This is an optimization exercise on Yosys and OpenROAD, whose aim is small area, not a production implementation.
The RTL was checked by simulation tests, not by an equivalence proof against the original design.
The clock port is modelled as an ideal driver, which makes a skipped or thinned clock tree look cheaper than it is; a real chip needs a root buffer or a tree.
No activity file was given, so power comes from the tool's default toggle rates.

==> v36 <==
==> flow/design.v <==
module uart_top (
	input clkin,
	input rst_n,
	input rx,
	output tx,
	output [2:0] rgb_led
	);
wire clk = clkin;
localparam T_END  = 13'b1111100011011;
localparam T_HARF = 13'b0101101101100;
localparam T_TERM = 13'b0101100101100;
reg rx1, rx2;
reg s0, s1, s2, s3, s4;
always @(posedge clk or negedge rst_n) begin
	if (~rst_n) begin
		rx1 <= 1'b1;
		rx2 <= 1'b1;
	end else begin
		rx1 <= rx;
		rx2 <= rx1;
	end
end
always @(posedge clk) begin
	s0 <= rx2;
	s1 <= s0;
	s2 <= s1;
	s3 <= s2;
	s4 <= s3;
end
wire edge_rx = ~rx2 & s0;
wire m3 = (s0 & s1) | (s2 & (s0 | s1));
wire o3 = s0 | s1 | s2;
wire a3 = s0 & s1 & s2;
wire bit_data = a3 | (m3 & (s3 | s4)) | (o3 & s3 & s4);
localparam RX_IDLE = 4'b0000;
localparam RX_ACPT = 4'b0001;    
localparam RX_STAR = 4'b0010;
localparam RX_BIT0 = 4'b0011;
localparam RX_STOP = 4'b1000;
reg [3:0] rx_state;
reg [12:0] sample_cntr;
reg hb;                          
wire sample_trg = (sample_cntr == T_END);
wire rx_idle = (rx_state == RX_IDLE) | (rx_state == RX_ACPT);
wire start_trg = edge_rx & rx_idle;
always @(posedge clk) begin
	if (start_trg)
		sample_cntr <= T_HARF;
	else if (sample_trg)
		sample_cntr <= T_TERM;
	else
		sample_cntr <= {sample_cntr[11:0], sample_cntr[12] ^ sample_cntr[2]};
end
always @(posedge clk or negedge rst_n) begin
	if (~rst_n)
		rx_state <= RX_IDLE;
	else if (rx_idle)
		rx_state <= edge_rx ? RX_STAR : RX_IDLE;
	else if (sample_trg) begin
		if (rx_state == RX_STAR)
			rx_state <= bit_data ? RX_IDLE : RX_BIT0;
		else if (rx_state == RX_BIT0)
			rx_state <= 4'b1001;
		else if (rx_state == RX_STOP)
			rx_state <= bit_data ? RX_ACPT : RX_IDLE;
		else
			rx_state <= {1'b1, rx_state[2] ^ (rx_state[1] & rx_state[0]), rx_state[1] ^ rx_state[0], ~rx_state[0]};
	end
end
always @(posedge clk) begin
	if (sample_trg)
		hb <= bit_data;
end
reg tx_wten;
reg [2:0] led_value;
always @(posedge clk or negedge rst_n) begin
	if (~rst_n) begin
		tx_wten <= 1'b0;
		led_value <= 3'd0;
	end else begin
		tx_wten <= (rx_state == RX_ACPT);
		if (tx_wten)
			led_value <= {led_value[2] ^ (led_value[1] & led_value[0]), led_value[1] ^ led_value[0], ~led_value[0]};
	end
end
assign rgb_led = led_value;
reg [3:0] wp, rp;
function [3:0] inc4(input [3:0] a);
	inc4 = {a[3] ^ (a[2] & a[1] & a[0]), a[2] ^ (a[1] & a[0]), a[1] ^ a[0], ~a[0]};
endfunction
wire empty = (wp == rp);
wire full = (wp[2:0] == rp[2:0]) & (wp[3] ^ rp[3]);
wire tx_wr = tx_wten & ~full;
reg [5:0] ph;
reg [63:0] ring;
always @(posedge clk)
	ph <= {ph[4:0], ph[5] ^ ph[4] ^ (ph[4:0] == 5'd0)};
reg [3:0] tv;
wire wen = rx_state[3] & (ph == {wp[2:0], rx_state[2:0]});
always @(posedge clk)
	ring <= {ring[62:0], wen ? hb : ring[63]};
reg [12:0] tx_cycle_cntr;
reg nxt;
reg tx_reg;
wire busy = (tv != 4'd0);
wire cycle_end = (tx_cycle_cntr == T_END);
wire tx_start = ~busy & ~empty;
wire tx_next = busy & cycle_end & (tv != 4'd11);
wire tx_finish = cycle_end & (tv == 4'd11);
always @(posedge clk) begin
	if (tx_start | tx_next)
		tx_cycle_cntr <= T_TERM;
	else
		tx_cycle_cntr <= {tx_cycle_cntr[11:0], tx_cycle_cntr[12] ^ tx_cycle_cntr[2]};
end
always @(posedge clk) begin
	if (ph == {rp[2:0], tv[2:0]})
		nxt <= ring[63];
end
always @(posedge clk or negedge rst_n) begin
	if (~rst_n) begin
		wp <= 4'd0;
		rp <= 4'd0;
		tv <= 4'd0;
		tx_reg <= 1'b1;
	end else begin
		if (tx_wr)
			wp <= inc4(wp);
		if (tx_finish)
			rp <= inc4(rp);
		if (tx_start)
			tv <= 4'd1;
		else if (tx_finish)
			tv <= 4'd0;
		else if (tx_next)
			tv <= inc4(tv);
		if (tx_start)
			tx_reg <= 1'b0;
		else if (tx_next)
			tx_reg <= (tv <= 4'd8) ? nxt : 1'b1;
	end
end
assign tx = tx_reg;
endmodule
==> flow/flow/run.sh <==
#!/bin/bash
# Standard ORFS layout, except that the clock tree is built by flow/cts_step.tcl:
# the clock port drives four clkbuf_16, each placed at the centre of a cluster
# of flip-flops.  Each tool's output goes to a log file of its own here.
set -euo pipefail
bash standard.sh synth floorplan place > orfs_make_to_place.log 2>&1
RES=orfs/results/sky130hd/uart_top/base
export RESULTS=$RES
export LIBFILE=$FLOW_HOME/platforms/sky130hd/lib/sky130_fd_sc_hd__tt_025C_1v80.lib
export PLATFORM_DIR=$FLOW_HOME/platforms/sky130hd
export NLEAF=4 LEAFBUF=sky130_fd_sc_hd__clkbuf_16 ROOTBUF= CLKNET=clkin
openroad -no_init -exit flow/cts_step.tcl > cts_step.log 2>&1
cp $RES/3_place.sdc $RES/4_cts.sdc
bash standard.sh finish > orfs_make_finish.log 2>&1
==> flow/flow/cts_step.tcl <==
# Replaces ORFS's CTS step: reads the placed design, builds the clock tree
# with mycts.tcl, legalises the placement and writes the CTS step's results.
set res $::env(RESULTS)
read_db $res/3_place.odb
read_liberty $::env(LIBFILE)
read_sdc $res/3_place.sdc
source $::env(PLATFORM_DIR)/setRC.tcl
source [file dirname [info script]]/mycts.tcl
detailed_placement
check_placement -verbose
set_propagated_clock [all_clocks]
estimate_parasitics -placement
report_clock_skew
report_worst_slack -min
report_worst_slack -max
write_db $res/4_1_cts.odb
==> flow/flow/mycts.tcl <==
# Manual clock tree: the clock port drives NLEAF clock buffers directly, each
# placed at the centre of a k-means cluster of the flip-flops' clock pins.
set K $::env(NLEAF)
set bufname $::env(LEAFBUF)
set block [ord::get_db_block]
set db [ord::get_db]
set master [$db findMaster $bufname]
set clknet [$block findNet $::env(CLKNET)]
set rootnet $clknet
set sinks {}
foreach it [$clknet getITerms] {
  set inst [$it getInst]
  set loc [$inst getLocation]
  lappend sinks [list $it [lindex $loc 0] [lindex $loc 1]]
}
set n [llength $sinks]
puts "clock sinks: $n"
# initial centres: spread along sorted x then y
set sorted [lsort -real -index 1 $sinks]
set cx {}; set cy {}
for {set k 0} {$k < $K} {incr k} {
  set s [lindex $sorted [expr {int(($k + 0.5) * $n / $K)}]]
  lappend cx [lindex $s 1]; lappend cy [lindex $s 2]
}
for {set iter 0} {$iter < 30} {incr iter} {
  set sx [lrepeat $K 0.0]; set sy [lrepeat $K 0.0]; set cnt [lrepeat $K 0]
  set assign {}
  foreach s $sinks {
    set best 0; set bd 1e30
    for {set k 0} {$k < $K} {incr k} {
      set d [expr {abs([lindex $s 1] - [lindex $cx $k]) + abs([lindex $s 2] - [lindex $cy $k])}]
      if {$d < $bd} { set bd $d; set best $k }
    }
    lappend assign $best
    lset sx $best [expr {[lindex $sx $best] + [lindex $s 1]}]
    lset sy $best [expr {[lindex $sy $best] + [lindex $s 2]}]
    lset cnt $best [expr {[lindex $cnt $best] + 1}]
  }
  for {set k 0} {$k < $K} {incr k} {
    if {[lindex $cnt $k] > 0} {
      lset cx $k [expr {[lindex $sx $k] / [lindex $cnt $k]}]
      lset cy $k [expr {[lindex $sy $k] / [lindex $cnt $k]}]
    }
  }
}
puts "cluster sizes: $cnt"
if {[info exists ::env(ROOTBUF)] && $::env(ROOTBUF) ne ""} {
  set rm [$db findMaster $::env(ROOTBUF)]
  set r [odb::dbInst_create $block $rm "clkroot"]
  set mx 0.0; set my 0.0
  for {set k 0} {$k < $K} {incr k} { set mx [expr {$mx + [lindex $cx $k]}]; set my [expr {$my + [lindex $cy $k]}] }
  $r setLocation [expr {int($mx / $K)}] [expr {int($my / $K)}]
  $r setPlacementStatus PLACED
  set rootnet [odb::dbNet_create $block "clknet_root"]
  $rootnet setSigType CLOCK
  foreach mt [$rm getMTerms] {
    set io [$mt getIoType]; set sig [$mt getSigType]
    if {$sig eq "POWER" || $sig eq "GROUND"} { continue }
    if {$io eq "INPUT"} { [$r findITerm [$mt getName]] connect $clknet }
    if {$io eq "OUTPUT"} { [$r findITerm [$mt getName]] connect $rootnet }
  }
}
for {set k 0} {$k < $K} {incr k} {
  set b [odb::dbInst_create $block $master "clkleaf_$k"]
  $b setLocation [expr {int([lindex $cx $k])}] [expr {int([lindex $cy $k])}]
  $b setPlacementStatus PLACED
  set net [odb::dbNet_create $block "clknet_leaf_$k"]
  $net setSigType CLOCK
  foreach mt [$master getMTerms] {
    set io [$mt getIoType]
    set sig [$mt getSigType]
    if {$sig eq "POWER" || $sig eq "GROUND"} { continue }
    if {$io eq "INPUT"} { [$b findITerm [$mt getName]] connect $rootnet }
    if {$io eq "OUTPUT"} { [$b findITerm [$mt getName]] connect $net }
  }
  set i 0
  foreach s $sinks {
    if {[lindex $assign $i] == $k} {
      set it [lindex $s 0]
      $it disconnect
      $it connect $net
    }
    incr i
  }
}
$clknet setSigType CLOCK
==> flow/standard.sh <==
#!/bin/bash
# synth_recipe.tcl (not shown) runs the flow's synth.tcl, then flattens the netlist and writes it again
# the make line also repeats each setting of config.mk as NAME=value (left out here)
make -C /OpenROAD-flow-scripts/flow DESIGN_CONFIG=/design/flow/config.mk WORK_HOME=/design/flow/orfs CLKGATE_MAP_FILE= SYNTH_SCRIPT=/design/flow/synth_recipe.tcl "${@:-finish}"
==> flow/config.mk <==
export PLATFORM = sky130hd
export DESIGN_NAME = uart_top
export DESIGN_NICKNAME = uart_top
export VERILOG_FILES = /design/flow/design.v
export SDC_FILE = /design/flow/constraint.sdc
export NUM_CORES = 4
export LEC_CHECK = 0
export CAP_MARGIN = 20
export CORE_MARGIN = 2
export CORE_UTILIZATION = 60
export SLEW_MARGIN = 20
==> flow/constraint.sdc <==
create_clock -name core_clock -period 20.8 [get_ports {clkin}]
set_input_delay 4.1600 -clock core_clock [delete_from_list [all_inputs] [get_ports {clkin}]]
set_output_delay 4.1600 -clock core_clock [all_outputs]
set_load 0.01 [all_outputs]
==> v37 (differences from v36) <==
--- a/flow/design.v
+++ b/flow/design.v
@@ -29,8 +29,6 @@
 end
 wire edge_rx = ~rx2 & s0;
-wire m3 = (s0 & s1) | (s2 & (s0 | s1));
-wire o3 = s0 | s1 | s2;
-wire a3 = s0 & s1 & s2;
-wire bit_data = a3 | (m3 & (s3 | s4)) | (o3 & s3 & s4);
+wire [2:0] bit_cnt = s0 + s1 + s2 + s3 + s4;
+wire bit_data = (bit_cnt >= 3'd3);
 localparam RX_IDLE = 4'b0000;
 localparam RX_ACPT = 4'b0001;    
@@ -65,5 +63,5 @@
 			rx_state <= bit_data ? RX_ACPT : RX_IDLE;
 		else
-			rx_state <= {1'b1, rx_state[2] ^ (rx_state[1] & rx_state[0]), rx_state[1] ^ rx_state[0], ~rx_state[0]};
+			rx_state <= {1'b1, rx_state[2:0] + 3'd1};
 	end
 end
@@ -81,12 +79,9 @@
 		tx_wten <= (rx_state == RX_ACPT);
 		if (tx_wten)
-			led_value <= {led_value[2] ^ (led_value[1] & led_value[0]), led_value[1] ^ led_value[0], ~led_value[0]};
+			led_value <= led_value + 3'd1;
 	end
 end
 assign rgb_led = led_value;
 reg [3:0] wp, rp;
-function [3:0] inc4(input [3:0] a);
-	inc4 = {a[3] ^ (a[2] & a[1] & a[0]), a[2] ^ (a[1] & a[0]), a[1] ^ a[0], ~a[0]};
-endfunction
 wire empty = (wp == rp);
 wire full = (wp[2:0] == rp[2:0]) & (wp[3] ^ rp[3]);
@@ -95,5 +90,5 @@
 reg [63:0] ring;
 always @(posedge clk)
-	ph <= {ph[4:0], ph[5] ^ ph[4] ^ (ph[4:0] == 5'd0)};
+	ph <= ph + 6'd1;
 reg [3:0] tv;
 wire wen = rx_state[3] & (ph == {wp[2:0], rx_state[2:0]});
@@ -126,7 +121,7 @@
 	end else begin
 		if (tx_wr)
-			wp <= inc4(wp);
+			wp <= wp + 4'd1;
 		if (tx_finish)
-			rp <= inc4(rp);
+			rp <= rp + 4'd1;
 		if (tx_start)
 			tv <= 4'd1;
@@ -134,5 +129,5 @@
 			tv <= 4'd0;
 		else if (tx_next)
-			tv <= inc4(tv);
+			tv <= tv + 4'd1;
 		if (tx_start)
 			tx_reg <= 1'b0;
==> flow/run.sh (new file) <==
#!/bin/bash
# synth_recipe.tcl (not shown) runs the flow's synth.tcl, then flattens the netlist and writes it again
# the make line also repeats each setting of config.mk as NAME=value (left out here)
make -C /OpenROAD-flow-scripts/flow DESIGN_CONFIG=/design/flow/config.mk WORK_HOME=/design/flow/orfs CLKGATE_MAP_FILE= SYNTH_SCRIPT=/design/flow/synth_recipe.tcl finish
- CORE_UTILIZATION: 60 -> 40
- CTS_BUF_LIST: default -> sky130_fd_sc_hd__clkbuf_4 sky130_fd_sc_hd__clkbuf_2
removed: flow/flow/run.sh
removed: flow/flow/cts_step.tcl
removed: flow/flow/mycts.tcl
removed: flow/standard.sh
==> qor summary <==
metric                                                                               v36                      v37
Outcome                                                          complete, no violations  complete, no violations
Fraction of power consumed by sequential logic                                     67.9%                    59.0%
Placer's final routability congestion estimate                                    0.7788                   0.7789
Row Count                                                                             28                       36
Synth Area in Adders                                                              3.272%                   4.806%
FF-to-FF End                                                  sample_cntr[10]$_SDFF_PP0_  rx_state[1]$_DFFE_PN0P_
Post-synthesis mux area share                                                     1.469%                   1.391%
Number of nets produced by synthesis                                                 287                      320
Power share of the combinational group                                              9.9%                     1.1%
Worst Hold Margin                                                              0.3366 ns                0.3279 ns
Via count of the first global-routing pass                                          1815                     2011
Seq pwr                                                                       0.000278 W               0.000244 W
Multi-input combinational area share                                              26.01%                   27.42%
Internal power contribution                                                  0.0003240 W              0.0003183 W
Clock insertion delay at the later pin of the skew report                        0.17 ns                  0.49 ns
Fraction of standard cell area that is sequential                                 66.89%                   59.81%
Met1 track demand over resource                                                   21.06%                   15.62%
Final setup slack of the worst path                                             15.43 ns                 15.09 ns
Sw Share                                                                          20.89%                   22.90%
Relative slew slack                                                               65.35%                   44.02%
Maximum number of pins on one net before global-route repair                          38                       24
Met2 demand-to-capacity share in global routing                                   24.12%                   16.08%
Half-perimeter wire length after detailed placement                             3.173 mm                 3.414 mm
The clock cells of v36 come from the design's own scripts or RTL, not from TritonCTS.

## port drivers added, routing unchanged
The results above use ideal ports. As a check the final layouts listed here were re-extracted and re-timed, cells and wires unchanged. Step 1, drivers: a clkbuf_16 drives clkin and a buf_2 each remaining input, both assumed. Step 2 moves the port delays by t, midway between the first and last clock arrival at a register: inputs arrive t later, outputs are due t later. That takes back most of the time a late clock gives input paths. Slacks: ideal ports / drivers / drivers and shift; pairs: ideal ports / drivers.
| run | t, ns | setup slack, ns | hold WS [ns] | worst register clock-pin slew, ns |
|---|---|---|---|---|
| v36 | 0.233 | 15.426 / 15.356 / 15.590 | 0.337 / 0.337 / 0.337 | 0.12 / 0.12 |
| v37 | 0.513 | 15.094 / 15.066 / 15.579 | 0.328 / 0.328 / 0.328 | 0.12 / 0.12 |
After both steps setup and hold are still met in every run listed.
